Background: an optimization exercise with open tools, aiming at a short achievable clock period and few clock cycles. Do not read the settings as production practice.
In this exercise RTL edits were held to simulation tests only and were not proved equivalent to the original.
Power figures rest on the tool's default switching activity, not on a simulated workload.

===== flow/flow/run.sh =====
#!/bin/bash
set -euo pipefail
bash standard.sh SETUP_SLACK_MARGIN=7 finish > standard.log 2>&1

===== flow/standard.sh =====
#!/bin/bash
# synth_recipe.tcl (not shown) runs the flow's synth.tcl, then flattens the netlist and writes it again
# the make line also repeats each setting of config.mk as NAME=value (left out here)
make -C /OpenROAD-flow-scripts/flow DESIGN_CONFIG=/design/flow/config.mk WORK_HOME=/design/flow/orfs CLKGATE_MAP_FILE= SYNTH_SCRIPT=/design/flow/synth_recipe.tcl "${@:-finish}"

===== flow/config.mk =====
export PLATFORM = sky130hd
export DESIGN_NAME = cpu
export DESIGN_NICKNAME = cpu
export VERILOG_FILES = /design/flow/design.v
export SDC_FILE = /design/flow/constraint.sdc
export NUM_CORES = 4
export LEC_CHECK = 0
export ABC_CLOCK_PERIOD_IN_PS = 4000
export CAP_MARGIN = 20
export CORE_MARGIN = 2
export CORE_UTILIZATION = 40
export SLEW_MARGIN = 20

===== flow/constraint.sdc =====
create_clock -name core_clock -period 10.0 [get_ports {clk}]
set_input_delay 2.0000 -clock core_clock [delete_from_list [all_inputs] [get_ports {clk}]]
set_output_delay 2.0000 -clock core_clock [all_outputs]
set_load 0.01 [all_outputs]

===== flow/design.v =====
typedef logic [31:0] rv32i_word;
typedef logic [4:0] rv32i_reg;
typedef logic [3:0] rv32i_mem_wmask;
typedef enum bit [6:0] {
    op_lui   = 7'b0110111,  
    op_auipc = 7'b0010111,  
    op_jal   = 7'b1101111,  
    op_jalr  = 7'b1100111,  
    op_br    = 7'b1100011,  
    op_load  = 7'b0000011,  
    op_store = 7'b0100011,  
    op_imm   = 7'b0010011,  
    op_reg   = 7'b0110011,  
    op_csr   = 7'b1110011   
} rv32i_opcode;
typedef enum bit [2:0] {
    beq  = 3'b000,
    bne  = 3'b001,
    blt  = 3'b100,
    bge  = 3'b101,
    bltu = 3'b110,
    bgeu = 3'b111
} branch_funct3_t;
typedef enum bit [2:0] {
    lb  = 3'b000,
    lh  = 3'b001,
    lw  = 3'b010,
    lbu = 3'b100,
    lhu = 3'b101
} load_funct3_t;
typedef enum bit [2:0] {
    sb = 3'b000,
    sh = 3'b001,
    sw = 3'b010
} store_funct3_t;
typedef enum bit [2:0] {
    add  = 3'b000,  
    sll  = 3'b001,
    slt  = 3'b010,
    sltu = 3'b011,
    axor = 3'b100,
    sr   = 3'b101,  
    aor  = 3'b110,
    aand = 3'b111
} arith_funct3_t;
typedef enum bit [2:0] {
    alu_add = 3'b000,
    alu_sll = 3'b001,
    alu_sra = 3'b010,
    alu_sub = 3'b011,
    alu_xor = 3'b100,
    alu_srl = 3'b101,
    alu_or  = 3'b110,
    alu_and = 3'b111
} alu_ops;
 typedef struct packed {
    logic [6:0] opcode;
    logic [2:0] aluop;
    logic [1:0] pcmux_sel;
    logic cmpmux_sel;
    logic alumux1_sel;
    logic [2:0] alumux2_sel;
    logic [3:0] regfilemux_sel;
    logic [2:0] cmpop;
    logic mem_read;
    logic mem_write;
    logic regfile_load;
    logic mem_resp;
    logic [3:0] mem_byte_enable;
 } rv32i_control_word;
   typedef struct packed {
    logic commit;
	 rv32i_word inst; 
    logic trap; 
	 rv32i_reg rs1_addr; 
	 rv32i_reg rs2_addr; 
	 rv32i_word rs1_rdata; 
	 rv32i_word rs2_rdata; 
    logic load_regfile; 
    rv32i_reg rd_addr; 
    rv32i_word rd_wdata; 
    rv32i_word pc_rdata; 
    rv32i_word pc_wdata; 
    rv32i_word mem_addr; 
    rv32i_mem_wmask mem_rmask; 
    rv32i_mem_wmask mem_wmask; 
    rv32i_word mem_rdata;
    rv32i_word mem_wdata; 
    logic [15:0] errorcode; 
} RVFIMonPacket;
package pcmux;
typedef enum bit [1:0] {
    pc_plus4  = 2'b00
    ,alu_out  = 2'b01
    ,alu_mod2 = 2'b10
} pcmux_sel_t;
endpackage
package marmux;
typedef enum bit {
    pc_out = 1'b0
    ,alu_out = 1'b1
} marmux_sel_t;
endpackage
package cmpmux;
typedef enum bit {
    rs2_out = 1'b0
    ,i_imm = 1'b1
} cmpmux_sel_t;
endpackage
package alumux;
typedef enum bit {
    rs1_out = 1'b0
    ,pc_out = 1'b1
} alumux1_sel_t;
typedef enum bit [2:0] {
    i_imm    = 3'b000
    ,u_imm   = 3'b001
    ,b_imm   = 3'b010
    ,s_imm   = 3'b011
    ,j_imm   = 3'b100
    ,rs2_out = 3'b101
} alumux2_sel_t;
endpackage
package regfilemux;
typedef enum bit [3:0] {
    alu_out   = 4'b0000
    ,br_en    = 4'b0001
    ,u_imm    = 4'b0010
    ,lw       = 4'b0011
    ,pc_plus4 = 4'b0100
    ,lb        = 4'b0101
    ,lbu       = 4'b0110   
    ,lh        = 4'b0111
    ,lhu       = 4'b1000   
} regfilemux_sel_t;
endpackage
module cpu(
    input clk,
    input rst,
    input logic [31:0] inst_rdata,
    input logic [31:0] data_rdata,
    input logic inst_resp,
    input logic data_resp,
    input logic icache_hit,
    input logic dcache_hit,
    output logic inst_read,
    output logic [31:0] inst_addr,
    output logic data_read,
    output logic data_write,
    output logic [3:0] data_mbe,
    output logic [31:0] data_addr,
    output logic [31:0] data_wdata
);
    logic [31:0] pc;
    logic        ifid_v, ifid_btb;
    logic [31:2] ifid_npc;
    logic [31:0] ifid_ins, ifid_pc;
    logic        idex_we, idex_ld, idex_st, idex_br, idex_jalr, idex_pred, idex_bad;
    logic [4:0]  idex_rd;
    logic [2:0]  idex_f3;
    logic [31:0] idex_a, idex_b, idex_sd, idex_pre, idex_alt;
    logic [31:2] idex_pc;
    logic        idex_fa_m, idex_fb_m, idex_fs_m;
    logic        idex_sub, idex_sra;
    logic        idex_r_sum, idex_r_sll, idex_r_slt, idex_r_sltu, idex_r_xor,
                 idex_r_sr, idex_r_or, idex_r_and, idex_r_pre;
    logic        exmem_we, exmem_ld, exmem_st;
    logic [4:0]  exmem_rd;
    logic [2:0]  exmem_f3;
    logic [31:0] exmem_res, exmem_wdata;
    logic [3:0]  exmem_mbe;
    logic        memwb_we;
    logic [4:0]  memwb_rd;
    logic [31:0] memwb_val;
    logic [31:0] rf [1:31];
    logic        wb_v, lb_v, lr_v, mb_v, lb_take, dep_ex, dep_id;
    logic [31:0] wb_addr, wb_data, lr_val;
    logic [3:0]  wb_mbe;
    logic [4:0]  lb_rd, lr_rd;
    logic [2:0]  lb_f3;
    logic        dbusy, d_fetch, d_pre;
    assign mb_v       = wb_v | lb_v;
    assign dbusy      = exmem_ld | exmem_st | mb_v;
    assign data_read  = lb_v | (~wb_v & ((exmem_ld | exmem_st) ? exmem_ld : (d_fetch | d_pre)));
    assign data_write = wb_v | (~lb_v & exmem_st);
    assign data_addr  = mb_v ? {wb_addr[31:2], 2'b00} : (exmem_ld | exmem_st) ? {exmem_res[31:2], 2'b00}
                      : d_fetch ? {pc[31:2], 2'b00} : {pf_line, 5'b0};
    assign data_mbe   = wb_v ? wb_mbe : exmem_mbe;
    assign data_wdata = wb_v ? wb_data : exmem_wdata;
    assign dep_ex  = idex_we & (idex_rd == exmem_rd);
    assign lb_take = exmem_ld & exmem_we & ~mb_v & ~data_resp & ~dep_ex & ~dep_id;
    logic stall;
    assign stall = lb_v ? (exmem_ld | exmem_st)
                 : wb_v ? (exmem_ld | (exmem_st & ~data_resp))
                 : (exmem_ld & ~data_resp & ~lb_take);
    always_ff @(posedge clk) begin
        if (rst) begin
            wb_v <= 1'b0;
            lb_v <= 1'b0;
            lr_v <= 1'b0;
        end else begin
            if (!lb_v && (wb_v ? data_resp : 1'b1)) wb_v <= exmem_st & (wb_v | ~data_resp);
            if (lb_v) lb_v <= ~data_resp;
            else      lb_v <= lb_take;
            lr_v <= lb_v & data_resp;
        end
    end
    always_ff @(posedge clk) begin
        if (!mb_v || (wb_v && data_resp)) begin
            wb_addr <= exmem_res;
            wb_data <= exmem_wdata;
            wb_mbe  <= exmem_mbe;
            lb_rd   <= exmem_rd;
            lb_f3   <= exmem_f3;
        end
        lr_rd  <= lb_rd;
        lr_val <= ld_val;
    end
    logic [31:0] ld_sh, ld_val, mem_val;
    always_comb begin
        ld_sh = data_rdata >> {(lb_v ? wb_addr[1:0] : exmem_res[1:0]), 3'b000};
        case (lb_v ? lb_f3 : exmem_f3)
            3'b000:  ld_val = {{24{ld_sh[7]}}, ld_sh[7:0]};
            3'b001:  ld_val = {{16{ld_sh[15]}}, ld_sh[15:0]};
            3'b100:  ld_val = {24'b0, ld_sh[7:0]};
            3'b101:  ld_val = {16'b0, ld_sh[15:0]};
            default: ld_val = ld_sh;
        endcase
        mem_val = exmem_ld ? ld_val : exmem_res;
    end
    logic [31:0] ex_a, ex_b, ex_sd, ex_sum, ex_sll, ex_sr, ex_res, ex_target;
    logic ex_eq, ex_lt, ex_ltu, ex_taken, ex_redirect;
    logic [31:0] ex_wdata;
    logic [3:0]  ex_mbe;
    always_comb begin
        ex_a  = idex_fa_m ? exmem_res : idex_a;
        ex_b  = idex_fb_m ? exmem_res : idex_b;
        ex_sd = idex_fs_m ? exmem_res : idex_sd;
        ex_sum = ex_a + (ex_b ^ {32{idex_sub}}) + {31'b0, idex_sub};
        ex_eq  = (ex_a == ex_b);
        ex_ltu = (ex_a < ex_b);
        ex_lt  = ($signed(ex_a) < $signed(ex_b));
        ex_sll = ex_a << ex_b[4:0];
        ex_sr  = 32'($signed({idex_sra & ex_a[31], ex_a}) >>> ex_b[4:0]);
        ex_res = ({32{idex_r_sum}}  & ex_sum)
               | ({32{idex_r_sll}}  & ex_sll)
               | ({32{idex_r_slt}}  & {31'b0, ex_lt})
               | ({32{idex_r_sltu}} & {31'b0, ex_ltu})
               | ({32{idex_r_xor}}  & (ex_a ^ ex_b))
               | ({32{idex_r_sr}}   & ex_sr)
               | ({32{idex_r_or}}   & (ex_a | ex_b))
               | ({32{idex_r_and}}  & (ex_a & ex_b))
               | ({32{idex_r_pre}}  & idex_pre);
        case (idex_f3)
            3'b000:  ex_taken = ex_eq;
            3'b001:  ex_taken = ~ex_eq;
            3'b100:  ex_taken = ex_lt;
            3'b101:  ex_taken = ~ex_lt;
            3'b110:  ex_taken = ex_ltu;
            default: ex_taken = ~ex_ltu;
        endcase
        ex_redirect = idex_jalr | idex_bad | (idex_br & (ex_taken ^ idex_pred));
        ex_target   = idex_jalr ? {ex_sum[31:1], 1'b0} : idex_bad ? {idex_pc, 2'b00} : idex_alt;
        ex_wdata = ex_sd << {ex_sum[1:0], 3'b000};
        case (idex_f3[1:0])
            2'b00:   ex_mbe = 4'b0001 << ex_sum[1:0];
            2'b01:   ex_mbe = 4'b0011 << ex_sum[1:0];
            default: ex_mbe = 4'b1111;
        endcase
    end
    logic [6:0]  op;
    logic [2:0]  f3;
    logic [4:0]  rs1, rs2, rd;
    logic is_lui, is_auipc, is_jal, is_jalr, is_br, is_ld, is_st, is_opi, is_op;
    logic use1, use2, id_we, use_imm, pred, spred, btb_ok, id_bad;
    logic [31:0] imm_i, imm_s, imm_b, imm_u, imm_j, imm, timm, id_tgt, id_pc4;
    logic [31:0] rv1, rv2;
    logic lu_stall, id_redirect;
    logic [31:0] id_npc;
    always_comb begin
        op  = ifid_ins[6:0];
        f3  = ifid_ins[14:12];
        rs1 = ifid_ins[19:15];
        rs2 = ifid_ins[24:20];
        rd  = ifid_ins[11:7];
        is_lui   = op == 7'b0110111;
        is_auipc = op == 7'b0010111;
        is_jal   = op == 7'b1101111;
        is_jalr  = op == 7'b1100111;
        is_br    = op == 7'b1100011;
        is_ld    = op == 7'b0000011;
        is_st    = op == 7'b0100011;
        is_opi   = op == 7'b0010011;
        is_op    = op == 7'b0110011;
        use1 = is_jalr | is_br | is_ld | is_st | is_opi | is_op;
        use2 = is_br | is_st | is_op;
        id_we = (rd != 5'd0) & (is_lui | is_auipc | is_jal | is_jalr | is_ld | is_opi | is_op);
        use_imm = is_jalr | is_ld | is_st | is_opi;
        imm_i = {{21{ifid_ins[31]}}, ifid_ins[30:20]};
        imm_s = {{21{ifid_ins[31]}}, ifid_ins[30:25], ifid_ins[11:7]};
        imm_b = {{20{ifid_ins[31]}}, ifid_ins[7], ifid_ins[30:25], ifid_ins[11:8], 1'b0};
        imm_u = {ifid_ins[31:12], 12'h000};
        imm_j = {{12{ifid_ins[31]}}, ifid_ins[19:12], ifid_ins[20], ifid_ins[30:21], 1'b0};
        imm   = is_st ? imm_s : imm_i;
        timm  = is_jal ? imm_j : (is_br ? imm_b : imm_u);
        id_tgt = ifid_pc + timm;
        id_pc4 = ifid_pc + 32'd4;
        spred  = is_jal | (is_br & ifid_ins[31]);
        btb_ok = ifid_btb & (is_br | is_jal);
        id_bad = btb_ok & (ifid_npc != id_tgt[31:2]);
        pred   = btb_ok | spred;
        rv1 = (rs1 == 5'd0) ? 32'd0 : (exmem_we && exmem_rd == rs1) ? mem_val
            : (memwb_we && memwb_rd == rs1) ? memwb_val : rf[rs1];
        rv2 = (rs2 == 5'd0) ? 32'd0 : (exmem_we && exmem_rd == rs2) ? mem_val
            : (memwb_we && memwb_rd == rs2) ? memwb_val : rf[rs2];
        lu_stall = ifid_v & ((idex_ld & ((use1 & rs1 == idex_rd) | (use2 & rs2 == idex_rd)))
                 | (lb_v & ((use1 & rs1 == lb_rd) | (use2 & rs2 == lb_rd) | (id_we & rd == lb_rd)))
                 | (lr_v & ((use1 & rs1 == lr_rd) | (use2 & rs2 == lr_rd) | (id_we & rd == lr_rd))));
        dep_id = ifid_v & exmem_we & ((use1 & rs1 == exmem_rd) | (use2 & rs2 == exmem_rd) | (id_we & rd == exmem_rd));
        id_redirect = ifid_v & ~lu_stall & (ifid_btb ? ~btb_ok : spred);
        id_npc = pred ? id_tgt : id_pc4;
    end
    logic        hold, iv, dv, dsrc, ipm, dpre, pfv, fresp;
    logic        hit_i, hit_d, nhit_i, nhit_d, k_i, k_d, n_i, n_d;
    logic        c_unk, c_seq, f_i, f_d, hold_n, pfv_n, nrdy_n, prot_n;
    logic [26:0] iline, dline, pf_line, p1, p2;
    logic        crossed;
    logic [2:0]  scnt;
    logic [31:0] fdata;
    logic [2:0]  r0, r1, r2, r3;
    always_ff @(posedge clk) begin
        if (rst) begin
            r0 <= 3'd0;
            r1 <= 3'd0;
            r2 <= 3'd0;
            r3 <= 3'd0;
        end else if (dbusy & data_resp) begin
            r0 <= data_addr[7:5];
            r1 <= r0;
            r2 <= r1;
            r3 <= r2;
        end
    end
    assign pf_line = crossed ? p2 : p1;
    logic [2:0] x1, x2;
    logic prot1, prot2;
    assign x1 = pc[7:5] + 3'd1;
    assign x2 = pc[7:5] + 3'd2;
    assign prot1 = (x1 == r0) | (x1 == r1) | (x1 == r2) | (x1 == r3);
    assign prot2 = (x2 == r0) | (x2 == r1) | (x2 == r2) | (x2 == r3);
    assign d_fetch = dsrc;
    assign d_pre   = dpre;
    always_comb begin
        hit_i  = iv & (iline == pc[31:5]);
        hit_d  = dv & (dline == pc[31:5]);
        nhit_i = iv & (iline == pf_line);
        nhit_d = dv & (dline == pf_line);
        fresp  = dsrc ? (~dbusy & data_resp) : (~ipm & inst_resp);
        fdata  = dsrc ? data_rdata : inst_rdata;
        k_i = hit_i | (~ipm & inst_resp);
        k_d = (hit_d | (dsrc & ~dbusy & data_resp)) & ~(dsrc & ~dbusy & ~data_resp);
        n_i = pfv & (nhit_i | (ipm & inst_resp));
        n_d = pfv & (nhit_d | (dpre & ~dbusy & data_resp));
        c_unk = ~stall & (ex_redirect | (~lu_stall & (id_redirect | (fresp & btb_hit))));
        c_seq = ~stall & ~ex_redirect & ~lu_stall & ~id_redirect & fresp & ~btb_hit
              & (pc[4:2] == 3'b111);
        f_i = c_unk ? 1'b0 : c_seq ? n_i : k_i;
        f_d = c_unk ? 1'b0 : c_seq ? n_d : k_d;
        pfv_n  = ~c_unk;
        nrdy_n = ~c_seq & (n_i | n_d);
        prot_n = c_seq ? prot2 : prot1;
        hold_n = stall & (scnt < 3'd7);
    end
    assign inst_read = 1'b1;
    assign inst_addr = ipm ? {pf_line, 5'b0} : pc;
    always_ff @(posedge clk) begin
        p1 <= pc[31:5] + 27'd1;
        p2 <= pc[31:5] + 27'd2;
        crossed <= ~rst & c_seq;
        if (rst) begin
            iv   <= 1'b0;
            dv   <= 1'b0;
            hold <= 1'b0;
            scnt <= 3'd0;
            dsrc <= 1'b0;
            ipm  <= 1'b0;
            dpre <= 1'b0;
            pfv  <= 1'b0;
        end else begin
            hold <= hold_n;
            scnt <= stall ? scnt + 3'd1 : 3'd0;
            dsrc <= ~hold_n & ~f_i & f_d;
            ipm  <= pfv_n & ~nrdy_n & ((f_d & ~f_i & ~hold_n) | (hold_n & (f_i | f_d)));
            dpre <= ~(~hold_n & ~f_i & f_d) & pfv_n & ~nrdy_n & ~prot_n;
            pfv  <= pfv_n;
            if (inst_resp) begin
                iv    <= 1'b1;
                iline <= inst_addr[31:5];
            end
            if (~dbusy & data_read & data_resp) begin
                dv    <= 1'b1;
                dline <= data_addr[31:5];
            end else if (dsrc & ~dbusy & ~data_resp) begin
                dv    <= 1'b0;
            end
        end
    end
    localparam NB = 8;
    logic [NB-1:0] bt_v, bt_hit;
    logic [31:2]   bt_pc [NB];
    logic [31:2]   bt_tg [NB];
    logic [2:0]    bt_ptr;
    logic          u_ins, u_del;
    logic [31:2]   u_pc, u_tg;
    logic          btb_hit;
    logic [31:2]   btb_tgt;
    always_comb begin
        btb_tgt = '0;
        for (int k = 0; k < NB; k++) begin
            bt_hit[k] = bt_v[k] & (bt_pc[k] == pc[31:2]);
            btb_tgt = btb_tgt | ({30{bt_hit[k]}} & bt_tg[k]);
        end
        btb_hit = |bt_hit;
    end
    always_ff @(posedge clk) begin
        if (rst) begin
            bt_v   <= '0;
            bt_ptr <= '0;
            u_ins  <= 1'b0;
            u_del  <= 1'b0;
        end else begin
            if (u_ins) begin
                bt_v[bt_ptr]  <= 1'b1;
                bt_pc[bt_ptr] <= u_pc;
                bt_tg[bt_ptr] <= u_tg;
                bt_ptr        <= bt_ptr + 3'd1;
            end
            if (u_del)
                for (int k = 0; k < NB; k++)
                    if (bt_pc[k] == u_pc) bt_v[k] <= 1'b0;
            if (idex_br | idex_bad) begin
                u_pc <= idex_pc;
                u_tg <= idex_alt[31:2];
                u_ins <= ~stall & idex_br & ~idex_bad & ~idex_pred & ex_taken;
                u_del <= ~stall & (idex_bad | (idex_br & idex_pred & ~ex_taken));
            end else begin
                u_pc <= ifid_pc[31:2];
                u_tg <= id_tgt[31:2];
                u_ins <= ~stall & ~ex_redirect & id_redirect & spred & ~ifid_btb;
                u_del <= 1'b0;
            end
        end
    end
    always_ff @(posedge clk) begin
        if (rst) begin
            pc <= 32'h60;
            ifid_v <= 1'b0;
        end else if (!stall) begin
            if (ex_redirect) begin
                pc <= ex_target;
                ifid_v <= 1'b0;
            end else if (!lu_stall) begin
                ifid_v   <= fresp & ~id_redirect;
                ifid_btb <= btb_hit;
                ifid_npc <= btb_tgt;
                ifid_ins <= fdata;
                ifid_pc  <= pc;
                if (id_redirect)   pc <= id_npc;
                else if (fresp) pc <= btb_hit ? {btb_tgt, 2'b00} : pc + 32'd4;
            end
        end
    end
    logic id_go;
    assign id_go = ifid_v & ~lu_stall & ~ex_redirect;
    always_ff @(posedge clk) begin
        if (rst) begin
            idex_we <= 1'b0; idex_ld <= 1'b0; idex_st <= 1'b0;
            idex_br <= 1'b0; idex_jalr <= 1'b0; idex_bad <= 1'b0;
        end else if (!stall) begin
            idex_we   <= id_go & id_we;
            idex_ld   <= id_go & is_ld;
            idex_st   <= id_go & is_st;
            idex_br   <= id_go & is_br;
            idex_jalr <= id_go & is_jalr;
            idex_bad  <= id_go & id_bad;
        end
    end
    always_ff @(posedge clk) begin
        if (!stall) begin
            idex_pred <= pred;
            idex_pc   <= ifid_pc[31:2];
            idex_rd   <= rd;
            idex_f3   <= f3;
            idex_a    <= rv1;
            idex_b    <= use_imm ? imm : rv2;
            idex_sd   <= rv2;
            idex_pre  <= (is_jal | is_jalr) ? id_pc4 : (is_lui ? imm_u : id_tgt);
            idex_alt  <= pred ? id_pc4 : id_tgt;
            idex_fa_m <= use1 & idex_we & (idex_rd == rs1);
            idex_fb_m <= ~use_imm & use2 & idex_we & (idex_rd == rs2);
            idex_fs_m <= use2 & idex_we & (idex_rd == rs2);
            idex_sub  <= is_br | ((is_op | is_opi) & (f3 == 3'b010 | f3 == 3'b011))
                       | (is_op & f3 == 3'b000 & ifid_ins[30]);
            idex_sra  <= ifid_ins[30];
            idex_r_sum  <= ((is_op | is_opi) & f3 == 3'b000) | is_ld | is_st;
            idex_r_sll  <= (is_op | is_opi) & f3 == 3'b001;
            idex_r_slt  <= (is_op | is_opi) & f3 == 3'b010;
            idex_r_sltu <= (is_op | is_opi) & f3 == 3'b011;
            idex_r_xor  <= (is_op | is_opi) & f3 == 3'b100;
            idex_r_sr   <= (is_op | is_opi) & f3 == 3'b101;
            idex_r_or   <= (is_op | is_opi) & f3 == 3'b110;
            idex_r_and  <= (is_op | is_opi) & f3 == 3'b111;
            idex_r_pre  <= is_lui | is_auipc | is_jal | is_jalr;
        end
    end
    always_ff @(posedge clk) begin
        if (rst) begin
            exmem_we <= 1'b0; exmem_ld <= 1'b0; exmem_st <= 1'b0;
            memwb_we <= 1'b0;
        end else if (!stall) begin
            exmem_we <= idex_we;
            exmem_ld <= idex_ld;
            exmem_st <= idex_st;
            memwb_we <= exmem_we & ~lb_take;
        end
    end
    always_ff @(posedge clk) begin
        if (!stall) begin
            exmem_rd    <= idex_rd;
            exmem_f3    <= idex_f3;
            exmem_res   <= ex_res;
            exmem_wdata <= ex_wdata;
            exmem_mbe   <= ex_mbe;
            memwb_rd    <= exmem_rd;
            memwb_val   <= mem_val;
        end
    end
    always_ff @(posedge clk) begin
        if (memwb_we) rf[memwb_rd] <= memwb_val;
        if (lr_v) rf[lr_rd] <= lr_val;
    end
endmodule

==> reports/results.tsv, run 1 <==
stage	metric	value	unit
outcome	status	complete, no violations	
global_routing	GRT Total Usage	0.3327	
logic_synthesis	EDFF count, synth	2083	
power	Cell Pwr Density	172.0	nW/µm²
floorplan	std cell rows	206	
finish	layout cells sized above 1	0.4309	
logic_synthesis	Syn Inst Count	9688	
sta	RSZ-0062 raised after global routing	yes	
worst_setup_path	CP delay by family, top	simple AND/OR/NAND/NOR gates	
hold_path	worst hold path class	reg -> reg	
power	Pleak	59.85	nW
route	DRC	0	
route	DR vias	98900	
finish	Sequential Area	66300	µm²
finish	Final #Nets	10830	
worst_setup_path	CP max stage cell	or4_4	
floorplan	chip height	567.5	µm
floorplan	core area	315500	µm²
logic_synthesis	sequential area share after synthesis	0.5211	
logic_synthesis	Most used DFF post-synth	edfxtp_1	
logic_synthesis	post-synthesis mux area share	0.2275	
clock_tree	hold buffer count at cts	0	
logic_synthesis	syn_area_per_cell	13.11	µm²
route	initial DRC count	15640	
clock_tree	CTS tree	built	
route	drt wl/cell	37.42	µm
sta	Final Cycle Share	0.4856	
global_routing	vias in the first global route	94200	
clock_tree	TritonCTS buffer count	265	
global_routing	initial antenna violation count	33	
clock_tree	CTS root buf	clkbuf_16	
worst_setup_path	Largest stage delay, worst path	0.54	ns
floorplan	die area	322100	µm²
placement	Detail Placement HPWL	313700	µm
worst_setup_path	critical path class	reg -> reg	
worst_setup_path	cell mode on critical path	buf_12	
clock_tree	CTS sink cnt	2265	
logic_synthesis	FFs w/ async S/R, synth	0	
sta	Final setup viols	0	
sta	Final Critical Period	4.856	ns
worst_setup_path	critical path required time	10.82	ns
power	Worst VDD drop	0.1621	mV
worst_setup_path	Setup crit start kind	flip-flop	
sta	Slew headroom	0.2206	
logic_synthesis	fraction of the mapped netlist area in compound gates	0.07317	
logic_synthesis	XOR/XNOR Fraction of Synth Area	0.06318	
global_routing	first-pass GRT wire length	754400	µm
clock_tree	H-tree depth	5	
clock_tree	CTS clk-pin slew, worst paths	0.06	ns
global_routing	pin count of the biggest net entering global routing	89	
route	Vias per Instance	6.599	
logic_synthesis	yosys warns	1	
placement	Final GP Congestion	0.9800	
placement	IO buf count	167	
sta	final hold violation count	0	
worst_setup_path	Critical Path, Cell by Cell	buf_6 -> buf_12 -> mux2i_4 -> ha_4 -> or4_4 -> nand2b_4 -> a211oi_4 -> o41ai_4 -> buf_4 -> buf_4 -> and4_1 -> o21ai_2 -> o41a_4 -> and3_4 -> nand2_4 -> nor3_4 -> buf_12 -> buf_12 -> buf_16 -> mux2_4	
logic_synthesis	post-synthesis adder-cell area fraction	0.01667	
logic_synthesis	Synth Register Bits	2265	
sta	skew final	0.08497	ns
route	TritonRoute pass-1 iters	9	
clock_tree	Clock Latency Late Sink	0.94	ns
floorplan	Die X	567.5	µm
floorplan	Initial Util	0.4026	
floorplan	# IOs	173	
sta	Slew Limit Fails	0	
logic_synthesis	Netlist cell types	98	
global_routing	total gr overflow	0	
placement	DP Area	133800	µm²
logic_synthesis	largest family of logic cells by synthesized area	multiplexers	
job	number of max-cap violations	0	
logic_synthesis	Cell Area, Synth	127000	µm²
route	routed wire length	560900	µm
worst_setup_path	Critical Path End Type	flip-flop	
finish	Layout fillers	25650	
sta	WHS	0.4528	ns
logic_synthesis	Post-Synth Simple-Gate Area	0.06698	
finish	Syn-to-layout area delta	29.99	%
finish	post-route cell area	165100	µm²
finish	Multi-input gate area	65620	µm²
worst_setup_path	crit path max fanout	8	
sta	sum of negative setup slack	0	ns
worst_setup_path	Critical Path AT	5.67	ns
worst_setup_path	CP Buf/Inv Count	7	
sta	Peak Freq	205.9	MHz
route	ANT nets after route	0	
sta	Worst-Margin Slew	1.169	ns
clock_tree	CTS max path bufs	4	
==> power breakdown <==
group / total, W / switching (W) / internal [W]
combinational: 0.00715 / 0.00405 / 0.00310
sequential: 0.0114 / 0.000577 / 0.0108
clock: 0.00984 / 0.00419 / 0.00565
==> synth_stat cells, types with 23 or more instances <==
library cell / instances / share of area
a211oi_1: 128 / 0.0076
a21o_1: 69 / 0.0041
a21oi_1: 506 / 0.020
a221oi_1: 23 / 0.0016
a222oi_1: 64 / 0.0050
a22oi_1: 52 / 0.0031
a31oi_1: 42 / 0.0021
and2_1: 33 / 0.0016
and3_1: 49 / 0.0024
buf_1: 152 / 0.0045
buf_2: 77 / 0.0030
clkbuf_1: 655 / 0.019
dfxtp_1: 182 / 0.029
edfxtp_1: 2083 / 0.49
ha_1: 166 / 0.016
inv_1: 125 / 0.0037
mux2_2: 1084 / 0.096
mux2i_1: 311 / 0.025
mux4_2: 597 / 0.11
nand2_1: 609 / 0.018
nand3_1: 144 / 0.0057
nand4_1: 145 / 0.0071
nor2_1: 583 / 0.017
nor2b_1: 37 / 0.0018
nor3_1: 69 / 0.0027
nor4_1: 80 / 0.0039
o211ai_1: 49 / 0.0029
o21ai_0: 294 / 0.012
o22ai_1: 33 / 0.0016
xnor2_1: 578 / 0.040
xor2_1: 333 / 0.023
==> layout make-up <==
cell class              count  share of cell area
clock buffers             345             0.04374
clock inverters           135            0.008176
inverters                 134            0.003274
multi-input cells        6419              0.3974
diodes                     27           0.0004092
well taps                4160             0.03152
flip-flops and latches   2265              0.4015
repair buffers           1492              0.1125
repair inverters           11            0.001409
==> logic make-up after synthesis <==
logic type | count (synthesis)
other cells | 2
compound gates | 1459
flops | 2265
mux | 2003
fa+ha+maj | 168
buf+inv | 1026
simple gates | 1852
xor+xnor | 913
==> metal layers <==
layer	global-route usage	vias up	routed length, µm
met1	0.4259	50010	200900
li1	-	39080	-
met5	0.0007437	-	112
met3	0.09107	1983	71850
met4	0.2255	16	47460
met2	0.4917	7808	240500
==> final timing paths <==
kind | start | endpoint | slack, ns | cells after the start
max | idex_fb_m$_DFFE_PN_ | flip-flop | 5.14 | 20
min | exmem_wdata[17]$_DFFE_PN_ | wb_data[17]$_DFFE_PP_ | 0.45 | 0
max reg2reg | idex_fb_m$_DFFE_PN_ | flip-flop | 5.14 | 20
min reg2reg | exmem_wdata[17]$_DFFE_PN_ | wb_data[17]$_DFFE_PP_ | 0.45 | 0
==> stage by stage <==
stage          cells  utilization  setup slack, ns  power (W)
6_report       14990       0.5234            5.144    0.02839
5_1_grt        14970       0.5232            5.109    0.02896
4_1_cts        14670       0.5046            5.251    0.02755
3_5_place_dp   13410       0.4242            2.833    0.01636
3_3_place_gp   13410       0.4239            2.924    0.01634
2_1_floorplan   9689            -            5.531    0.01415
==> layout by cell type, fill, tap and decap left out, types with 51 or more instances in the layout <==
| cell | n |
|---|---|
| a21oi_4 | 86 |
| nand2_1 | 559 |
| inv_1 | 115 |
| o21ai_2 | 84 |
| a21oi_1 | 320 |
| mux4_2 | 597 |
| clkinv_1 | 51 |
| mux2_4 | 51 |
| buf_8 | 73 |
| buf_12 | 145 |
| ha_1 | 128 |
| buf_16 | 131 |
| nor2_4 | 55 |
| buf_4 | 631 |
| o21ai_0 | 141 |
| nor2_2 | 77 |
| nand3_1 | 103 |
| a21o_1 | 66 |
| a21oi_2 | 100 |
| a222oi_1 | 64 |
| mux2i_1 | 172 |
| buf_6 | 368 |
| clkbuf_16 | 290 |
| edfxtp_1 | 2083 |
| mux2_2 | 1043 |
| xor2_1 | 305 |
| nand4_1 | 145 |
| clkbuf_1 | 60 |
| mux2i_4 | 105 |
| a211oi_1 | 72 |
| nor2_1 | 455 |
| xnor2_1 | 535 |
| dfxtp_1 | 142 |
| nor4_1 | 62 |
==> sequential cells by signal (all words and copies together) (netlist names), 30 cells and up, named ones only <==
register	flops
lr_val	32
pc	32
idex_b	32
wb_addr	32
bt_pc	240
idex_pc	30
idex_sd	32
memwb_val	32
ifid_npc	30
exmem_res	32
ifid_pc	32
idex_alt	32
ifid_ins	32
u_pc	30
exmem_wdata	32
wb_data	32
idex_a	32
idex_pre	32
u_tg	30
rf	992
bt_tg	240
==> what timing repair did <==
item | 4_1_cts | 5_1_grt
setup buffers | 632 | 253
endpoints found under the setup margin | 1982 | 1116
gates cloned | 150 | 20
pin swaps | 268 | 321
resized for setup | 2252 | 683
Testbench counts, summed over its fixed seeds: cycles 110,867.
==> inputs of run 2 (changes only) <==
==> flow/run.sh (new file) <==
#!/bin/bash
# synth_recipe.tcl (not shown) runs the flow's synth.tcl, then flattens the netlist and writes it again
# the make line also repeats each setting of config.mk as NAME=value (left out here)
make -C /OpenROAD-flow-scripts/flow DESIGN_CONFIG=/design/flow/config.mk WORK_HOME=/design/flow/orfs CLKGATE_MAP_FILE= SYNTH_SCRIPT=/design/flow/synth_recipe.tcl finish
--- a/flow/config.mk
+++ b/flow/config.mk
@@ -11,2 +11,3 @@
 export CORE_UTILIZATION = 40
+export SETUP_SLACK_MARGIN = 5
 export SLEW_MARGIN = 20
removed: flow/flow/run.sh
removed: flow/standard.sh
==> run 2 against run 1 <==
Die area stayed put. First-iteration DRC count shrank 17%. Register-to-register slack got worse by 0.12 ns. Worst setup slack lost 0.12 ns. Final cell count fell by 6.3%. Highest routed layer unchanged. Combinational power down 27%. Critical path depth decreased by 11. Via count shrank 8.3%. Still clean.
==> reports/results.tsv, run 2 <==
stage	metric	value	unit
clock_tree	CTS root buf	clkbuf_16	
global_routing	vias in the first global route	87340	
sta	Worst-Margin Slew	1.203	ns
worst_setup_path	R2R depth	18	
worst_setup_path	Critical Path, Cell by Cell	clkdlybuf4s50_1 -> buf_4 -> nor3_1 -> nand3_1 -> a31o_2 -> a221o_1 -> buf_4 -> inv_12 -> buf_16	
logic_synthesis	Most used DFF post-synth	edfxtp_1	
worst_setup_path	CP delay by family, top	buffers and inverters	
sta	Final setup viols	0	
sta	Final Cycle Share	0.4973	
finish	max reg flops	992	
logic_synthesis	FFs w/ async S/R, synth	0	
worst_setup_path	crit path max fanout	176	
logic_synthesis	top cell type's share of synthesized area	0.4924	
logic_synthesis	most frequent cell after synthesis	edfxtp_1	
route	ANT nets after route	0	
hold_path	Worst Hold Depth	0	
logic_synthesis	Syn Inst Count	9688	
job	number of max-cap violations	0	
placement	Final GP Congestion	0.9878	
logic_synthesis	Synth Register Bits	2265	
sta	sum of negative setup slack	0	ns
sta	final hold violation count	0	
hold_path	worst hold path class	reg -> reg	
route	Vias per Instance	6.460	
power	Worst VDD drop	0.1254	mV
logic_synthesis	Post-Synth Simple-Gate Area	0.06698	
clock_tree	CTS tree	built	
sta	crit path setup slack, layout	5.027	ns
floorplan	core area	315500	µm²
placement	Place WS	2.661	ns
logic_synthesis	fraction of the mapped netlist area in compound gates	0.07317	
logic_synthesis	syn_area_per_cell	13.11	µm²
finish	Top reg by flops	rf	
clock_tree	H-tree depth	5	
route	drt wl/cell	36.11	µm
worst_setup_path	cell mode on critical path	buf_4	
finish	layout cells sized above 1	0.2850	
sta	Slew headroom	0.1753	
logic_synthesis	largest family of logic cells by synthesized area	multiplexers	
worst_setup_path	Largest stage delay, worst path	0.54	ns
power	Pleak	51.64	nW
clock_tree	CTS clk-pin slew, worst paths	0.06	ns
logic_synthesis	XOR/XNOR Fraction of Synth Area	0.06318	
logic_synthesis	ranking of synthesized cells by area	edfxtp_1, mux4_2, mux2_2	
finish	Final #Nets	9891	
global_routing	initial antenna violation count	33	
logic_synthesis	yosys warns	1	
worst_setup_path	critical path class	in -> reg	
route	TritonRoute pass-1 iters	8	
global_routing	GRT Total Usage	0.3037	
route	initial DRC count	13050	
logic_synthesis	Synth top cells by count	edfxtp_1, mux2_2, clkbuf_1, nand2_1, mux4_2	
route	DRC	0	
finish	commonest non-fill, non-tap cell in the layout	edfxtp_1	
route	met2 wire len	223800	µm
route	DR vias	90710	
placement	IO buf count	167	
sta	Slew Limit Fails	0	
clock_tree	CTS max path bufs	4	
worst_setup_path	CP Buf/Inv Count	5	
route	M1 wire length	191000	µm
worst_setup_path	CP max stage cell	buf_16	
floorplan	die area	322100	µm²
power	Cell Pwr Density	183.9	nW/µm²
outcome	status	complete, no violations	
floorplan	# IOs	173	
placement	Detail Placement HPWL	315300	µm
placement	placed insts	13410	
floorplan	chip height	567.5	µm
logic_synthesis	sequential area share after synthesis	0.5211	
global_routing	first-pass GRT wire length	692000	µm
finish	biggest regs	rf x992, bt_pc x240, bt_tg x240	
sta	Final Critical Period	4.973	ns
finish	Final Non-Filler Cells	14040	
worst_setup_path	Critical Path AT	5.43	ns
logic_synthesis	post-synthesis adder-cell area fraction	0.01667	
logic_synthesis	Netlist cell types	98	
logic_synthesis	post-synthesis mux area share	0.2275	
floorplan	std cell rows	206	
route	routed wire length	507000	µm
clock_tree	TritonCTS buffer count	267	
worst_setup_path	Critical Path End Type	flip-flop	
clock_tree	CTS sink cnt	2265	
route	top sig layer	met5	
logic_synthesis	EDFF count, synth	2083	
worst_setup_path	WP depth	9	
worst_setup_path	Setup crit start kind	input pin	
floorplan	Die X	567.5	µm
global_routing	pin count of the biggest net entering global routing	177	
route	routed wl met3	57360	µm
logic_synthesis	Cell Area, Synth	127000	µm²
logic_synthesis	Yosys top cell by area	edfxtp_1	
sta	RSZ-0062 raised after global routing	yes	
finish	Syn-to-layout area delta	14.52	%
worst_setup_path	critical path required time	10.46	ns
sta	skew final	0.07447	ns
floorplan	Initial Util	0.4026	
sta	Peak Freq	201.1	MHz
finish	commonest non-fill, non-tap cells in the layout	edfxtp_1, mux2_2, mux4_2	
global_routing	total gr overflow	0	
clock_tree	Clock Latency Late Sink	0.91	ns
## run 2: changes by cell type in the layout (fill, tap and decap cells not counted), moves of 75 or more
cell / delta
a21oi_4: -82
buf_6: -354
a21oi_1: +169
nor2_1: +101
buf_16: -123
buf_4: -285
clkdlybuf4s50_1: +103
buf_12: -123
o21ai_0: +101
mux2i_1: +84
nor2_2: -75
a21oi_2: -87
## run 2: per-stage QoR
stage                 util  total power, W  hold slack (ns)  area (µm²)
floorplan                -         0.01411           0.3639      127100
global placement    0.4231         0.01634           0.4323      133500
detailed placement  0.4234         0.01637           0.4309      133600
CTS                 0.4574         0.02661           0.4363      144300
global route        0.4610         0.02738           0.4400      145400
finish              0.4611         0.02676           0.4490      145500
## run 2: worst register-to-register path, cell delays in order (launching register included)
cell and delay (ns):
edfxtp_1 0.41, nor4bb_2 0.29, buf_4 0.17, and2_2 0.22, a32o_1 0.19, ha_1 0.21
inv_1 0.07, fa_2 0.66, xnor2_1 0.20, a31oi_1 0.26, nand3_1 0.17, a2111oi_4 0.40
buf_4 0.21, nand4_1 0.22, nor4_4 0.34, nand4_1 0.25, nor4_2 0.19, and4_1 0.24
a31oi_1 0.10
## run 2: logic make-up (layout without fill, tap and decap cells)
kind of cell               after synthesis  after routing
xor gates and xnor gates               913            913
muxes                                 2003           2003
adders and majority gates              168            168
other                                    2             21
DFF                                   2265           2265
buffers and inverters                 1026           1196
AOI/OAI and AO/OA                     1459           1459
and+or+nand+nor                       1852           1855
## run 2: repair_timing
| item | 4_1_cts | 5_1_grt |
|---|---|---|
| hold buffers | 0 | 0 |
| pin swaps | 23 | 16 |
| gates resized for setup | 241 | 97 |
| setup buffers | 66 | 34 |
| cloned | 9 | 6 |
| setup endpoints to repair | 247 | 220 |
## run 2: power by group
part,switching (W),internal (W)
registers,0.000590,0.0108
clock network,0.00414,0.00602
logic,0.00327,0.00192
total,0.00800,0.0188
## run 2: path summary, 6_finish.rpt
check,start,end,slack [ns]
worst min register to register,exmem_wdata[3]$_SDFFCE_PN0N_,wb_data[3]$_DFFE_PP_,0.45
worst max-delay path,data_resp,idex_a[6]$_SDFFCE_PN0N_,5.03
worst min-delay path,exmem_wdata[3]$_SDFFCE_PN0N_,wb_data[3]$_DFFE_PP_,0.45
worst max register to register,ifid_ins[3]$_DFFE_PP_,idex_bad$_SDFFE_PP0N_,5.03
## run 2: cell type report
type	instances	area, µm²
inverter	134	516.7
clock inverter	133	1625
fill	27970	170000
timing repair buffer	584	5590
antenna	18	45.04
sequential	2265	66260
clock buffer	345	7317
multi-input combinational	6401	58910
tap	4160	5205
## run 2: routing by layer
metal  global-route usage  vias up
li1                     -    37060
met1               0.3988    46250
met2               0.4606     6031
met3              0.07138     1365
met4               0.1734        6
met5                    0        -
==> inputs of run 3 (changes only) <==
--- a/flow/design.v
+++ b/flow/design.v
@@ -155,5 +155,5 @@
     logic        ifid_v, ifid_btb;
-    logic [31:2] ifid_npc;
     logic [31:0] ifid_ins, ifid_pc;
-    logic        idex_we, idex_ld, idex_st, idex_br, idex_jalr, idex_pred, idex_bad;
+    logic        idex_we, idex_ld, idex_st, idex_br, idex_jalr, idex_pred;
+    logic        idex_m_eq, idex_m_ne, idex_m_lt, idex_m_ge, idex_m_ltu, idex_m_geu, idex_fca, idex_fcb;
     logic [4:0]  idex_rd;
@@ -183,8 +183,37 @@
     assign dbusy      = exmem_ld | exmem_st | mb_v;
-    assign data_read  = lb_v | (~wb_v & ((exmem_ld | exmem_st) ? exmem_ld : (d_fetch | d_pre)));
+    logic wb_v_n, lb_v_n, exld_n, exst_n, dsrc_n, ipm_n, dpre_n, crossed_n;
+    logic sa_wb, sa_ex, sa_pc, sa_p1, sa_p2, si_pc, si_p1, si_p2, rd_q, sw_wb, sw_ex;
+    always_comb begin
+        wb_v_n = wb_v;
+        if (!lb_v && (wb_v ? data_resp : 1'b1)) wb_v_n = exmem_st & (wb_v | ~data_resp);
+        lb_v_n = lb_v ? ~data_resp : lb_take;
+        exld_n = stall ? exmem_ld : idex_ld;
+        exst_n = stall ? exmem_st : idex_st;
+        if (rst) begin
+            wb_v_n = 1'b0;
+            lb_v_n = 1'b0;
+            exld_n = 1'b0;
+            exst_n = 1'b0;
+        end
+    end
+    always_ff @(posedge clk) begin
+        sa_wb <= wb_v_n | lb_v_n;
+        sa_ex <= ~(wb_v_n | lb_v_n) & (exld_n | exst_n);
+        sa_pc <= ~(wb_v_n | lb_v_n) & ~(exld_n | exst_n) & dsrc_n;
+        sa_p1 <= ~(wb_v_n | lb_v_n) & ~(exld_n | exst_n) & ~dsrc_n & ~crossed_n;
+        sa_p2 <= ~(wb_v_n | lb_v_n) & ~(exld_n | exst_n) & ~dsrc_n & crossed_n;
+        si_pc <= ~ipm_n;
+        si_p1 <= ipm_n & ~crossed_n;
+        si_p2 <= ipm_n & crossed_n;
+        sw_wb <= wb_v_n;
+        sw_ex <= ~wb_v_n;
+        rd_q  <= lb_v_n | (~wb_v_n & ((exld_n | exst_n) ? exld_n : (dsrc_n | dpre_n)));
+    end
+    assign data_read  = rd_q;
     assign data_write = wb_v | (~lb_v & exmem_st);
-    assign data_addr  = mb_v ? {wb_addr[31:2], 2'b00} : (exmem_ld | exmem_st) ? {exmem_res[31:2], 2'b00}
-                      : d_fetch ? {pc[31:2], 2'b00} : {pf_line, 5'b0};
-    assign data_mbe   = wb_v ? wb_mbe : exmem_mbe;
-    assign data_wdata = wb_v ? wb_data : exmem_wdata;
+    assign data_addr  = ({32{sa_wb}} & {wb_addr[31:2], 2'b00}) | ({32{sa_ex}} & {exmem_res[31:2], 2'b00})
+                      | ({32{sa_pc}} & {pc[31:2], 2'b00}) | ({32{sa_p1}} & {p1, 5'b0})
+                      | ({32{sa_p2}} & {p2, 5'b0});
+    assign data_mbe   = ({4{sw_wb}} & wb_mbe) | ({4{sw_ex}} & exmem_mbe);
+    assign data_wdata = ({32{sw_wb}} & wb_data) | ({32{sw_ex}} & exmem_wdata);
     assign dep_ex  = idex_we & (idex_rd == exmem_rd);
@@ -232,2 +261,4 @@
     logic ex_eq, ex_lt, ex_ltu, ex_taken, ex_redirect;
+    logic [31:0] c_a, c_b;
+    logic c_eq, c_lt, c_ltu;
     logic [31:0] ex_wdata;
@@ -253,12 +284,20 @@
                | ({32{idex_r_pre}}  & idex_pre);
+        c_a   = idex_fca ? exmem_res : idex_a;
+        c_b   = idex_fcb ? exmem_res : idex_b;
+        c_eq  = (c_a == c_b);
+        c_ltu = (c_a < c_b);
+        c_lt  = ($signed(c_a) < $signed(c_b));
         case (idex_f3)
-            3'b000:  ex_taken = ex_eq;
-            3'b001:  ex_taken = ~ex_eq;
-            3'b100:  ex_taken = ex_lt;
-            3'b101:  ex_taken = ~ex_lt;
-            3'b110:  ex_taken = ex_ltu;
-            default: ex_taken = ~ex_ltu;
+            3'b000:  ex_taken = c_eq;
+            3'b001:  ex_taken = ~c_eq;
+            3'b100:  ex_taken = c_lt;
+            3'b101:  ex_taken = ~c_lt;
+            3'b110:  ex_taken = c_ltu;
+            default: ex_taken = ~c_ltu;
         endcase
-        ex_redirect = idex_jalr | idex_bad | (idex_br & (ex_taken ^ idex_pred));
-        ex_target   = idex_jalr ? {ex_sum[31:1], 1'b0} : idex_bad ? {idex_pc, 2'b00} : idex_alt;
+        ex_redirect = idex_jalr
+                    | (c_eq & idex_m_eq) | (~c_eq & idex_m_ne)
+                    | (c_lt & idex_m_lt) | (~c_lt & idex_m_ge)
+                    | (c_ltu & idex_m_ltu) | (~c_ltu & idex_m_geu);
+        ex_target   = idex_jalr ? {ex_sum[31:1], 1'b0} : idex_alt;
         ex_wdata = ex_sd << {ex_sum[1:0], 3'b000};
@@ -274,3 +313,3 @@
     logic is_lui, is_auipc, is_jal, is_jalr, is_br, is_ld, is_st, is_opi, is_op;
-    logic use1, use2, id_we, use_imm, pred, spred, btb_ok, id_bad;
+    logic use1, use2, id_we, use_imm, pred, spred, btb_ok;
     logic [31:0] imm_i, imm_s, imm_b, imm_u, imm_j, imm, timm, id_tgt, id_pc4;
@@ -309,3 +348,2 @@
         btb_ok = ifid_btb & (is_br | is_jal);
-        id_bad = btb_ok & (ifid_npc != id_tgt[31:2]);
         pred   = btb_ok | spred;
@@ -372,5 +410,9 @@
         hold_n = stall & (scnt < 3'd7);
+        dsrc_n = ~rst & ~hold_n & ~f_i & f_d;
+        ipm_n  = ~rst & pfv_n & ~nrdy_n & ((f_d & ~f_i & ~hold_n) | (hold_n & (f_i | f_d)));
+        dpre_n = ~rst & ~(~hold_n & ~f_i & f_d) & pfv_n & ~nrdy_n & ~prot_n;
+        crossed_n = ~rst & c_seq;
     end
     assign inst_read = 1'b1;
-    assign inst_addr = ipm ? {pf_line, 5'b0} : pc;
+    assign inst_addr = ({32{si_pc}} & pc) | ({32{si_p1}} & {p1, 5'b0}) | ({32{si_p2}} & {p2, 5'b0});
     always_ff @(posedge clk) begin
@@ -378,3 +420,3 @@
         p2 <= pc[31:5] + 27'd2;
-        crossed <= ~rst & c_seq;
+        crossed <= crossed_n;
         if (rst) begin
@@ -391,5 +433,5 @@
             scnt <= stall ? scnt + 3'd1 : 3'd0;
-            dsrc <= ~hold_n & ~f_i & f_d;
-            ipm  <= pfv_n & ~nrdy_n & ((f_d & ~f_i & ~hold_n) | (hold_n & (f_i | f_d)));
-            dpre <= ~(~hold_n & ~f_i & f_d) & pfv_n & ~nrdy_n & ~prot_n;
+            dsrc <= dsrc_n;
+            ipm  <= ipm_n;
+            dpre <= dpre_n;
             pfv  <= pfv_n;
@@ -431,2 +473,5 @@
         end else begin
+            if (data_write && data_resp)
+                for (int k = 0; k < NB; k++)
+                    if (bt_pc[k] == data_addr[31:2]) bt_v[k] <= 1'b0;
             if (u_ins) begin
@@ -440,7 +485,7 @@
                     if (bt_pc[k] == u_pc) bt_v[k] <= 1'b0;
-            if (idex_br | idex_bad) begin
+            if (idex_br) begin
                 u_pc <= idex_pc;
                 u_tg <= idex_alt[31:2];
-                u_ins <= ~stall & idex_br & ~idex_bad & ~idex_pred & ex_taken;
-                u_del <= ~stall & (idex_bad | (idex_br & idex_pred & ~ex_taken));
+                u_ins <= ~stall & ~idex_pred & ex_taken;
+                u_del <= ~stall & idex_pred & ~ex_taken;
             end else begin
@@ -463,6 +508,2 @@
                 ifid_v   <= fresp & ~id_redirect;
-                ifid_btb <= btb_hit;
-                ifid_npc <= btb_tgt;
-                ifid_ins <= fdata;
-                ifid_pc  <= pc;
                 if (id_redirect)   pc <= id_npc;
@@ -472,2 +513,9 @@
     end
+    always_ff @(posedge clk) begin
+        if (!stall && !lu_stall) begin
+            ifid_btb <= btb_hit;
+            ifid_ins <= fdata;
+            ifid_pc  <= pc;
+        end
+    end
     logic id_go;
@@ -477,3 +525,5 @@
             idex_we <= 1'b0; idex_ld <= 1'b0; idex_st <= 1'b0;
-            idex_br <= 1'b0; idex_jalr <= 1'b0; idex_bad <= 1'b0;
+            idex_br <= 1'b0; idex_jalr <= 1'b0;
+            idex_m_eq <= 1'b0; idex_m_ne <= 1'b0; idex_m_lt <= 1'b0;
+            idex_m_ge <= 1'b0; idex_m_ltu <= 1'b0; idex_m_geu <= 1'b0;
         end else if (!stall) begin
@@ -484,3 +534,8 @@
             idex_jalr <= id_go & is_jalr;
-            idex_bad  <= id_go & id_bad;
+            idex_m_eq  <= id_go & is_br & ((f3 == 3'b000 & ~pred) | (f3 == 3'b001 & pred));
+            idex_m_ne  <= id_go & is_br & ((f3 == 3'b001 & ~pred) | (f3 == 3'b000 & pred));
+            idex_m_lt  <= id_go & is_br & ((f3 == 3'b100 & ~pred) | (f3 == 3'b101 & pred));
+            idex_m_ge  <= id_go & is_br & ((f3 == 3'b101 & ~pred) | (f3 == 3'b100 & pred));
+            idex_m_ltu <= id_go & is_br & ((f3 == 3'b110 & ~pred) | (f3 == 3'b111 & pred));
+            idex_m_geu <= id_go & is_br & ((f3 == 3'b111 & ~pred) | (f3 == 3'b110 & pred));
         end
@@ -499,2 +554,4 @@
             idex_fa_m <= use1 & idex_we & (idex_rd == rs1);
+            idex_fca  <= is_br & idex_we & (idex_rd == rs1);
+            idex_fcb  <= is_br & idex_we & (idex_rd == rs2);
             idex_fb_m <= ~use_imm & use2 & idex_we & (idex_rd == rs2);
==> flow/flow/run.sh (new file) <==
#!/bin/bash
set -euo pipefail
bash standard.sh SETUP_SLACK_MARGIN=7 finish > standard.log 2>&1
==> flow/standard.sh (new file) <==
#!/bin/bash
# synth_recipe.tcl (not shown) runs the flow's synth.tcl, then flattens the netlist and writes it again
# the make line also repeats each setting of config.mk as NAME=value (left out here)
make -C /OpenROAD-flow-scripts/flow DESIGN_CONFIG=/design/flow/config.mk WORK_HOME=/design/flow/orfs CLKGATE_MAP_FILE= SYNTH_SCRIPT=/design/flow/synth_recipe.tcl "${@:-finish}"
--- a/flow/config.mk
+++ b/flow/config.mk
@@ -11,3 +11,2 @@
 export CORE_UTILIZATION = 40
-export SETUP_SLACK_MARGIN = 5
 export SLEW_MARGIN = 20
removed: flow/run.sh
==> run 3 against run 2 <==
Still clean. Worst setup slack improved by 0.49 ns. Synthesized area grew 2.5%. Count of clock-buffer cells in the layout is 12 higher. First-iteration DRC count rose by 27%. Routed wire length grew 17%. Flip-flop and latch count decreased by 13. Combinational power about the same. Die area grew 2.5%. Synthesized cell count increased by 2.6%. Sequential power about the same. Final cell count grew 9.8%. Critical endpoint is now inst_addr[13]. Largest power group unchanged.
==> reports/results.tsv, run 3 <==
stage	metric	value	unit
power	Clk pwr share	0.375	
sta	RSZ-0062 raised after global routing	yes	
power	Pleak	60.99	nW
floorplan	Initial Util	0.4018	
worst_setup_path	critical path required time	8.00	ns
sta	Final setup viols	0	
sta	Worst-Margin Slew	1.260	ns
placement	Final GP Congestion	1.008	
logic_synthesis	Most used DFF post-synth	edfxtp_1	
logic_synthesis	top cell type's share of synthesized area	0.4740	
worst_setup_path	cell mode on critical path	buf_6	
logic_synthesis	sequential area share after synthesis	0.5043	
global_routing	GRT Total Usage	0.3444	
route	DR vias	102100	
global_routing	first-pass GRT wire length	794800	µm
logic_synthesis	yosys warns	1	
finish	commonest non-fill, non-tap cells in the layout	edfxtp_1, mux2_2, xnor2_1	
sta	final hold violation count	0	
route	Vias per Instance	6.623	
route	initial DRC count	16530	
logic_synthesis	Yosys top cell by area	edfxtp_1	
logic_synthesis	Syn Inst Count	9936	
clock_tree	CTS clk-pin slew, worst paths	0.06	ns
power	Cell Pwr Density	155.4	nW/µm²
clock_tree	Clock Latency Late Sink	0.99	ns
worst_setup_path	Critical Path AT	2.48	ns
sta	skew final	0.1004	ns
finish	max reg flops	992	
power	power share of the sequential group	0.426	
global_routing	total gr overflow	0	
worst_setup_path	Setup crit start kind	flip-flop	
finish	commonest non-fill, non-tap cell in the layout	edfxtp_1	
route	DRC	0	
power	Pwr Total	0.02601	W
power	Internal Power	0.01843	W
outcome	status	complete, no violations	
logic_synthesis	EDFF count, synth	2055	
route	routed wire length	592200	µm
finish	biggest regs	rf x992, bt_pc x240, bt_tg x240	
job	number of max-cap violations	0	
sta	sum of negative setup slack	0	ns
global_routing	pin count of the biggest net entering global routing	70	
power	Worst VDD drop	0.1474	mV
clock_tree	CTS tree	built	
finish	Top reg by flops	rf	
floorplan	std cell rows	209	
finish	Final #Nets	11150	
worst_setup_path	Critical Path End Type	output pin	
sta	Final Cycle Share	0.4479	
floorplan	chip height	574.5	µm
worst_setup_path	CP delay by family, top	buffers and inverters	
logic_synthesis	syn_area_per_cell	13.10	µm²
power	Combinational Power Share	0.199	
floorplan	# IOs	173	
floorplan	core area	324000	µm²
placement	IO buf count	167	
worst_setup_path	CP Buf/Inv Count	5	
worst_setup_path	CP max stage cell	a222oi_1	
hold_path	worst hold path class	reg -> reg	
floorplan	die area	330000	µm²
sta	Slew headroom	0.1600	
sta	Slew Limit Fails	0	
worst_setup_path	Largest stage delay, worst path	0.46	ns
route	TritonRoute pass-1 iters	10	
clock_tree	hold buffer count at cts	0	
worst_setup_path	crit path max fanout	5	
route	drt wl/cell	38.41	µm
placement	Detail Placement HPWL	332300	µm
floorplan	Die X	574.5	µm
global_routing	vias in the first global route	97270	
sta	Peak Freq	223.3	MHz
logic_synthesis	Cell Area, Synth	130200	µm²
worst_setup_path	critical path class	reg -> out	
logic_synthesis	most frequent cell after synthesis	edfxtp_1	
worst_setup_path	register-to-register setup slack	5.57	ns
clock_tree	H-tree depth	5	
logic_synthesis	Synth top cells by count	edfxtp_1, mux2_2, xnor2_1, clkbuf_1, nand2_1	
sta	Final Critical Period	4.479	ns
power	Sw Ratio	0.2916	
finish	Syn-to-layout area delta	28.62	%
clock_tree	CTS sink cnt	2252	
finish	layout cells sized above 1	0.4192	
worst_setup_path	Critical Path, Cell by Cell	buf_12 -> buf_6 -> buf_6 -> a222oi_1 -> inv_1 -> buf_6	
logic_synthesis	Synth Register Bits	2252	
logic_synthesis	FFs w/ async S/R, synth	0	
logic_synthesis	Netlist cell types	95	
global_routing	initial antenna violation count	42	
clock_tree	CTS max path bufs	4	
clock_tree	TritonCTS buffer count	265	
logic_synthesis	ranking of synthesized cells by area	edfxtp_1, mux4_2, mux2_2	
route	ANT nets after route	0	
power	P_sw	0.007586	W
clock_tree	CTS root buf	clkbuf_16	
## run 3: cell count changes in the layout (fill, tap and decap cells not counted), sizes merged, moves of 51 or more
cell,before,now
o21ai,307,234
nand4,145,200
xnor2,578,743
nand2,610,661
a21oi,506,400
mux2i,313,367
a211oi,130,59
clkdlybuf4s50,149,45
nor4,82,133
nor2,584,388
mux2,1093,1158
buf,409,1449
## run 3: kinds of logic (layout without fill, tap and decap cells)
family                     count (synthesis)  after routing  share of synthesized area
DFF                                     2252           2252                     0.5043
AOI/OAI and AO/OA                       1439           1443                    0.07511
and+or+nand+nor                         1748           1753                    0.06336
muxes                                   2122           2123                     0.2318
adders and majority gates                200            200                    0.01934
xor gates and xnor gates                1109           1109                    0.07461
buffers and inverters                   1064           2197                    0.03135
other                                      2             18                 0.00005769
## run 3: layout make-up
type	count	area, µm²
antenna	15	37.54
clock buffer	357	7383
clock inverter	109	1047
fill	26570	156600
inverter	168	715.7
multi-input combinational	6631	68050
sequential	2252	65800
tap	4325	5411
timing repair buffer	1552	18800
timing repair inverter	11	187.7
## run 3: final timing paths
path / start / endpoint / depth (start not counted)
hold reg to reg: exmem_wdata[17]$_DFFE_PN_ / wb_data[17]$_DFFE_PP_ / 0
setup reg to reg: si_pc$_DFF_P_ / iline[14]$_DFFE_PP_ / 29
setup / recovery: si_pc$_DFF_P_ / inst_addr[13] / 6
hold / removal: exmem_wdata[17]$_DFFE_PN_ / wb_data[17]$_DFFE_PP_ / 0
## run 3: power groups by stage
stage / registers, W / clock network [W] / logic, W
finish: 0.0111 / 0.00976 / 0.00517
global route: 0.0111 / 0.0102 / 0.00530
CTS: 0.0111 / 0.00977 / 0.00464
detailed placement: 0.0113 / 0 / 0.00356
global placement: 0.0113 / 0 / 0.00355
floorplan: 0.0109 / 0 / 0.00233
## run 3: per-stage QoR
step	instances	util	cell area (µm²)	worst slack (ns)	hold WS, ns
final	15420	0.5168	167400	5.521	0.4533
after global routing	15410	0.5167	167400	5.430	0.4672
after CTS	15160	0.5020	162700	5.611	0.4541
after detailed placement	13830	0.4263	138100	4.133	0.4389
after global placement	13830	0.4263	138100	4.138	0.4368
after floorplan	9937	-	132500	5.206	0.3941
## run 3: metal layers
| metal | track usage | wire length (µm) |
|---|---|---|
| met1 | 0.4295 | 207300 |
| met5 | 0 | 261 |
| met3 | 0.1027 | 76550 |
| met2 | 0.5066 | 253000 |
| met4 | 0.2549 | 55090 |
## run 3: what timing repair did
action | CTS | global route
buffers inserted | 741 | 211
resized for setup | 1996 | 590
setup endpoints to repair | 1656 | 1331
cloned | 125 | 15
pin swaps | 329 | 313
Testbench counts of run 3, summed over its fixed seeds: cycles 110,867.

[what the ideal ports hide]
How much do the figures lean on ideal ports? The routed layouts below were timed once more, with nothing changed but the port constraints.
Step 1 sets driving cells, clkbuf_16 on the clock port and buf_2 on the other inputs (assumed; they add their load-dependent delay and slew).
Step 2 moves the port delays by t, midway between the first and last clock arrival at a register: inputs arrive t later, outputs are due t later. That takes back most of the time a late clock gives input paths.
Three values: ideal ports, drivers, drivers and shift; two values: the first two.
run | shift t [ns] | setup WS [ns] | hold slack, ns | slew at the worst register clock pin (ns) | worst slew at a driven data input, ns
run 1 | 1.001 | 5.144 / 5.144 / 5.144 | 0.453 / 0.453 / 0.453 | 0.07 / 0.07 | 0.08
run 2 | 0.974 | 5.027 / 4.953 / 4.128 | 0.449 / 0.449 / 0.449 | 0.07 / 0.07 | 0.05
run 3 | 1.022 | 5.521 / 5.430 / 5.160 | 0.453 / 0.453 / 0.453 | 0.07 / 0.07 | 0.16
After both steps every run listed still meets setup and hold. The setup slack of run 2, which loses most, moves by -0.074 ns with the drivers and by -0.899 ns with both steps.
